What follows belongs to an exercise in optimizing a design on an open flow for small area; a production flow would make more cautious choices.
Where RTL was checked, it was by simulation tests only, not by an equivalence proof against the original.
The RTL of run 1 was laid out without a check of its function.
Power and IR drop assume default switching activity.

==> flow/design.v, too long to show whole: its modules and the start of the top module <==
// module fmul: 2349 lines
// module fmul_fa: 4 lines
// module fmul_ha: 4 lines
// module fmul_hn: 4 lines
module fmul (
    input  wire        clk,
    input  wire [31:0] a,
    input  wire [31:0] b,
    output reg  [31:0] s
);
  // ...
==> flow/flow/run.sh <==
#!/bin/bash
# Layout flow: the standard flow (standard.sh, unchanged synthesis) with
# two placement settings changed:
#  - every input and output port is buffered with buf_2 (buffer_ports -buffer_cell)
#  - the buffers Yosys/ABC inserted are removed at floorplan (REMOVE_ABC_BUFFERS),
#    so repair_design re-buffers only where the layout needs it
# All make output goes to standard.log in the work folder; ORFS's per-step logs
# stay under orfs/logs.
set -euo pipefail
cd "$(dirname "$0")/.."
bash standard.sh \
  BUFFER_PORTS_ARGS="-buffer_cell sky130_fd_sc_hd__buf_2" \
  REMOVE_ABC_BUFFERS=1 \
  finish > standard.log 2>&1
==> flow/standard.sh <==
#!/bin/bash
# synth_recipe.tcl (not shown) runs the flow's synth.tcl, then flattens the netlist and writes it again
# the make line also repeats each setting of config.mk as NAME=value (left out here)
make -C /OpenROAD-flow-scripts/flow DESIGN_CONFIG=/design/flow/config.mk WORK_HOME=/design/flow/orfs CLKGATE_MAP_FILE= SYNTH_SCRIPT=/design/flow/synth_recipe.tcl "${@:-finish}"
==> flow/config.mk <==
export PLATFORM = sky130hd
export DESIGN_NAME = fmul
export DESIGN_NICKNAME = fmul
export VERILOG_FILES = /design/flow/design.v
export SDC_FILE = /design/flow/constraint.sdc
export NUM_CORES = 4
export LEC_CHECK = 0
export CAP_MARGIN = 20
export CORE_MARGIN = 2
export CORE_UTILIZATION = 40
export GPL_TIMING_DRIVEN = 0
export SLEW_MARGIN = 20
export SYNTH_HIERARCHICAL = 1
==> flow/constraint.sdc <==
create_clock -name core_clock -period 18.0 [get_ports {clk}]
set_input_delay 3.6000 -clock core_clock [delete_from_list [all_inputs] [get_ports {clk}]]
set_output_delay 3.6000 -clock core_clock [all_outputs]
set_load 0.01 [all_outputs]
==> flow_metrics.py, run 1 <==
metrics = {
    "run_status": {
        "outcome": "complete, no violations",
    },
    "clocking": {
        "cts_root_buffer": "clkbuf_16",
        "clk_pin_slew_worst_paths_ps": 50,
    },
    "yosys": {
        "avgSynthCellArea_um2": 9.95,
        "synth_edf_count": 0,
        "ys_types": 52,
        "synth_compound_area_share_pct": 2.93,
    },
    "final_layout": {
        "top_register": "rp",
        "largest_reg_flops": 26,
        "nMultiInputCombCells": 1144,
        "fin_cells": 1823,
        "multi_input_area_share_pct": 83.1,
        "num-nonclk-inverters": 89,
        "multi_input_area_mm2": 0.0122,
    },
    "timing": {
        "finalCriticalPeriod_ps": 17650,
        "max_freq_mhz": 56.7,
        "hold_viol": 0,
        "setup_viol": 0,
    },
    "power_and_ir_drop": {
        "powerClk_mw": 0.103,
        "power_switching_mw": 1.57,
        "power_density_mw_per_mm2": 209,
        "pwr-share-comb_pct": 88.9,
        "sw_frac_of_total_pct": 51.1,
    },
    "hold_path": {
        "hold_end": "rsg",
        "hold_depth": 3,
    },
    "run": {
        "drv_cap": 0,
    },
    "placement": {
        "gp_congestion": 0.837,
        "dpl_worst_slack_ps": -832,
    },
    "global_route": {
        "grtUsageMet1_pct": 30.6,
        "track_usage_pct": 23.4,
        "first_global_vias": 11400,
        "grt_pass1_wl_um": 64100,
        "grt.busiest_layer": "met2",
    },
    "critical_path": {
        "endpoint": "rp[24]",
        "critPathKind": "primary input to flop",
        "cpMaxStageDelayCell": "fa_1",
        "critPathMaxStageDelay_ps": 490,
        "path_buf_inv": 4,
        "worst_setup_path_end_kind": "flop",
    },
    "routing": {
        "route.met3.wl_um": 3330,
        "wl_met1_um": 16200,
        "drt_first_iter_violations": 733,
    },
}
==> run 2: changes to the inputs <==
--- a/flow/design.v
+++ b/flow/design.v
@@ -2310,47 +2310,53 @@
   assign pt[26] = ~s1350;
   assign pt[27] = ~c1351;
   wire [7:0]  ea  = a[30:23];
   wire [7:0]  eb  = b[30:23];
   wire ea_max = &ea;
   wire eb_max = &eb;
   wire ea_z   = ~|ea;
   wire eb_z   = ~|eb;
-  wire nan    = (ea_max & (|a[22:0])) | (eb_max & (|b[22:0])) |
-                (ea_max & eb_z) | (ea_z & eb_max);
-  wire inf    = ea_max | eb_max;
-  wire zer    = ea_z | eb_z;
-  wire [8:0]  es  = {1'b0, ea} + {1'b0, eb} + 9'd1;
-  wire [8:0]  ef  = zer ? 9'd0 : (inf ? 9'd400 : es);
+  wire a_nan  = ea_max & (|a[22:0]);
+  wire b_nan  = eb_max & (|b[22:0]);
   reg  [25:0] rp;
   reg         rst;
-  reg  [8:0]  re;
-  reg         rsg, rnan;
+  reg  [8:0]  re0;
+  reg         rsg, rnan, rinf, rzer;
   always @(posedge clk) begin
     rp   <= pt[27:2];
     rst  <= pt[1] | pt[0];
-    re   <= ef;
-    rsg  <= (a[31] ^ b[31]) & ~nan;
-    rnan <= nan;
+    re0  <= {1'b0, ea} + {1'b0, eb};
+    rsg  <= a[31] ^ b[31];
+    rnan <= a_nan | b_nan | (ea_max & eb_z) | (ea_z & eb_max);
+    rinf <= ea_max | eb_max;
+    rzer <= ea_z | eb_z;
   end
   wire        p27 = rp[25];
   wire [22:0] fr  = p27 ? rp[24:2] : rp[23:1];
   wire        g   = p27 ? rp[1] : rp[0];
   wire        st  = rst | (p27 & rp[0]);
   wire        rup = g & (fr[0] | st);
   wire [23:0] fi  = {1'b0, fr} + {23'd0, rup};
   wire        rc  = fi[23];
-  wire [8:0]  xe  = re + {8'd0, p27} + {8'd0, rc};
-  wire        uf  = (xe <= 9'd128);
-  wire        of  = (xe >= 9'd383);
+  wire [8:0]  e   = re0 + {8'd0, p27} + {8'd0, rc};
+  wire [8:0]  em  = e - 9'd127;
+  wire        uf  = (e <= 9'd127);
+  wire        of  = (e > 9'd381);
   always @* begin
-    s[31]    = rsg;
-    s[30:23] = (rnan | of) ? 8'hff : (uf ? 8'h00 : {~xe[7], xe[6:0]});
-    s[22:0]  = rnan ? 23'h7fffff : ((uf | of) ? 23'd0 : fi[22:0]);
+    if (rnan)
+      s = 32'h7fffffff;
+    else if (rinf)
+      s = {rsg, 8'hff, 23'd0};
+    else if (rzer || uf)
+      s = {rsg, 31'd0};
+    else if (of)
+      s = {rsg, 8'hff, 23'd0};
+    else
+      s = {rsg, em[7:0], fi[22:0]};
   end
 endmodule
 module fmul_fa (input wire a, input wire b, input wire ci, output wire s, output wire co);
   assign s  = a ^ b ^ ci;
   assign co = (a & b) | (a & ci) | (b & ci);
 endmodule
 module fmul_ha (input wire a, input wire b, output wire s, output wire co);
   assign s  = a ^ b;
==> flow/run.sh (new file) <==
#!/bin/bash
# synth_recipe.tcl (not shown) runs the flow's synth.tcl, then flattens the netlist and writes it again
# the make line also repeats each setting of config.mk as NAME=value (left out here)
make -C /OpenROAD-flow-scripts/flow DESIGN_CONFIG=/design/flow/config.mk WORK_HOME=/design/flow/orfs CLKGATE_MAP_FILE= SYNTH_SCRIPT=/design/flow/synth_recipe.tcl finish
==> flow/config.mk (replaced) <==
export PLATFORM = sky130hd
export DESIGN_NAME = fmul
export DESIGN_NICKNAME = fmul
export VERILOG_FILES = /design/flow/design.v
export SDC_FILE = /design/flow/constraint.sdc
export NUM_CORES = 4
export LEC_CHECK = 0
export CAP_MARGIN = 20
export CORE_MARGIN = 2
export CORE_UTILIZATION = 40
export SLEW_MARGIN = 20
export SYNTH_HIERARCHICAL = 1
removed: flow/flow/run.sh
removed: flow/standard.sh
==> flow_metrics.py, run 2 <==
metrics = {
    "hold_path": {
        "holdCritPathClass": "primary input to flop",
    },
    "final_layout": {
        "largest_reg_flops": 26,
        "drive_above_1_share_pct": 10.5,
        "mostFrequentLayoutCells": "nand2_1 (456), fa_1 (404), buf_4 (99), clkdlybuf4s50_1 (90), inv_1 (85)",
        "areaGrowthSynthToFinish_pct": 14.7,
        "multi_input_area_mm2": 0.0124,
        "fin_nets": 2000,
        "seqCellArea_um2": 801,
        "final_common_cell": "nand2_1",
        "largestRegisters": "rp x26, re0 x9",
        "top_register": "rp",
        "fin_cells": 1949,
        "nFillCells": 3191,
    },
    "critical_path": {
        "worst_setup_path_end_kind": "flop",
        "path_buf_inv": 4,
        "cpMaxStageDelayCell": "clkdlybuf4s50_1",
        "worstPathMaxFanout": 3,
        "crit_family": "adder cells",
        "critPathMaxStageDelay_ps": 510,
        "path_depth": 41,
        "required_ps": 18180,
        "cp.arrival_ps": 17780,
        "cp-start-kind": "primary input",
        "critPathKind": "primary input to flop",
        "startpoint": "a[2]",
        "endpoint": "rp[24]",
    },
    "yosys": {
        "yosys-top-cells-area": "fa_1 (61%), nand2_1 (12%), dfxtp_1 (5.7%), clkbuf_1 (2.6%), inv_1 (2.3%)",
        "synth_edf_count": 0,
        "async_flop_share_pct": 0,
        "syn-cell-area_mm2": 0.0140,
        "synth_seq_cells": 40,
        "yosysMostFrequentCell": "nand2_1",
        "synth_top_cell_by_area": "fa_1",
        "ys_types": 60,
        "ys_warn_count": 7,
        "synth_top_area_share_pct": 61.4,
        "synth_ff_type": "dfxtp_1",
        "yosysSeqAreaShare_pct": 5.72,
        "postSynthCellCount": 1400,
        "synthTopCellsByCount": "nand2_1 (457), fa_1 (429), clkbuf_1 (98)",
        "avgSynthCellArea_um2": 9.99,
    },
    "clocking": {
        "cts_buffer_depth": 2,
        "numCtsBuffers": 5,
        "htreeDepth": 2,
        "postCtsSetupBuffers": 0,
        "clk_pin_slew_worst_paths_ps": 60,
        "cts_root_buffer": "clkbuf_16",
        "cts_tree": "built",
        "clock-sinks": 40,
    },
    "routing": {
        "drt_first_iter_violations": 885,
        "via_per_inst": 5.63,
        "routed_wl_um": 45800,
        "dr.pass1.iters": 6,
        "postRouteAntennaNets": 0,
        "drcViolationCount": 0,
        "vias": 11000,
        "wl_per_cell_um": 23.5,
    },
    "timing": {
        "worst_slew_pin_slew_ps": 916,
        "setup_viol": 0,
        "max_freq_mhz": 56.8,
        "finalCritPeriodShare_pct": 97.7,
        "final.setup.worst_slack_ps": 409,
        "hold_viol": 0,
        "finalCriticalPeriod_ps": 17590,
        "slew_violations": 0,
        "rsz0062_at_grt": "false",
        "slew_headroom_pct": 38.9,
    },
    "power_and_ir_drop": {
        "pwr-share-comb_pct": 89.5,
        "total_power_mw": 3.27,
        "peakVddDrop_uv": 173,
        "power_density_mw_per_mm2": 204,
        "power_switching_mw": 1.65,
        "power.leakage_nw": 6.01,
        "sw_frac_of_total_pct": 50.3,
        "clock_power_share_pct": 3.0,
        "cellInternalPower_mw": 1.62,
        "seq_power_share_pct": 7.4,
    },
    "floorplanning": {
        "initial_utilization_pct": 40.6,
        "fp-row-count": 68,
        "die_w_um": 191,
        "fp.dieH_um": 191,
        "coreArea_mm2": 0.0345,
        "io_pins": 97,
        "die_area_mm2": 0.0365,
    },
    "placement": {
        "portBuffers": 96,
        "dpl_worst_slack_ps": -936,
        "gp_congestion": 0.998,
        "hpwl_um": 36100,
        "dp.cells": 1939,
    },
    "global_route": {
        "grt_max_degree": 38,
        "antenna_found_initial": 2,
        "grt_overflow": 0,
        "track_usage_pct": 26.1,
        "grt_pass1_wl_um": 70900,
        "first_global_vias": 12200,
    },
    "run": {
        "drv_cap": 0,
    },
    "run_status": {
        "outcome": "complete, no violations",
    },
}
## run 2: changes by cell type after synthesis, moves of 5 or more
cell / before / now
o21ai_1: 1 / 10
xor2_1: 16 / 24
a21oi_1: 7 / 13
a31o_1: 0 / 6
nor3_1: 18 / 12
buf_6: 2 / 7
or4_1: 5 / 0
## run 2: layout make-up
| cell class | instances | area share, % |
|---|---|---|
| diodes | 1 | 0.0156 |
| clock buffers | 5 | 0.780 |
| clock inverters | 3 | 0.265 |
| inverters | 86 | 2.01 |
| multi-input cells | 1161 | 77.5 |
| flip-flops and latches | 40 | 4.99 |
| well taps | 455 | 3.55 |
| repair buffers | 198 | 10.9 |
## run 2: metal layers
layer	wire length [um]	track usage [%]
met5	13	0
met4	2040	10.6
met3	4740	5.12
met2	21100	42.5
met1	17900	34.4
## run 2: worst min path at each step
| stage | from | end | slack (ps) | cells past startpoint |
|---|---|---|---|---|
| after floorplan | a[31] | rsg | 3690 | 1 |
| after global placement | a[31] | rsg | 4190 | 2 |
| after detailed placement | a[31] | rsg | 4180 | 2 |
| after CTS | a[31] | rsg | 3900 | 2 |
| after global routing | b[31] | rsg | 3910 | 2 |
| final | a[31] | rsg | 3900 | 2 |
## run 2: per-module statistics from Yosys, one instance, submodules excluded
| module | cells | area (um^2) | copies in the design |
|---|---|---|---|
| fmul_ha | 1 | 12.5 | 1 |
| fmul_hn | 5 | 27.5 | 1 |
| fmul_fa | 1 | 20.0 | 427 |
| fmul | 967 | 5400 | 1 |
## run 2: cell families (layout without fill, tap and decap cells)
logic type,count (synthesis),after routing,share of synthesized area [%]
other,0,1,0
DFF,40,40,5.72
xor gates and xnor gates,42,42,2.63
adders and majority gates,443,443,62.6
muxes,23,23,1.68
buffers and inverters,199,292,5.80
and+or+nand+nor,575,575,17.6
AOI/OAI and AO/OA,78,78,3.91
## run 2: repair_timing
action / 4_1_cts / 5_1_grt
hold buffers: 0 / 0
gates resized for setup: 19 / 15
pin swaps: 5 / 3
setup endpoints to repair: 4 / 3
## run 2: power groups by stage
stage	logic (mW)	clock network, mW	registers [mW]
after floorplan	1.91	0	0.223
after global placement	2.82	0	0.243
after detailed placement	2.89	0	0.243
after CTS	2.95	0.101	0.242
after global routing	3.35	0.105	0.248
final	2.93	0.0991	0.243
## run 2: per-stage QoR
stage	hold WS [ps]	utilization [%]	TNS, ps	instance area [um^2]
5_1_grt	3910	46.6	0	16000
3_3_place_gp	4190	45.9	-1930	15800
4_1_cts	3900	46.4	0	16000
3_5_place_dp	4180	45.9	-2870	15800
2_1_floorplan	3690	-	0	14000
6_report	3900	46.6	0	16000

## what the ideal ports hide
How much do the figures lean on ideal ports? The routed layouts below were timed once more, with nothing changed but the port constraints. Step 1 sets driving cells, clkbuf_16 on the clock port and buf_2 on the other inputs (assumed; they add their load-dependent delay and slew). Step 2 moves the port delays by t, midway between the first and last clock arrival at a register: inputs arrive t later, outputs are due t later. That takes back most of the time a late clock gives input paths. a / b / c = ideal ports / drivers / drivers and shift; a / b = the first two.
| run | t, ns | setup WS [ns] | worst setup path at the end | worst data-port slew with drivers (ns) | pins driven straight from the clock port |
|---|---|---|---|---|---|
| run 1 | 0.319 | 0.349 / 0.301 / -0.017 | input to register | 0.09 | 1 |
| run 2 | 0.314 | 0.409 / 0.402 / 0.089 | input to register | 0.16 | 1 |
With both steps, setup timing fails in run 1, where it was met with ideal ports. For run 1, which loses most, drivers alone change the setup slack by -0.048 ns; drivers and shift together by -0.366 ns.
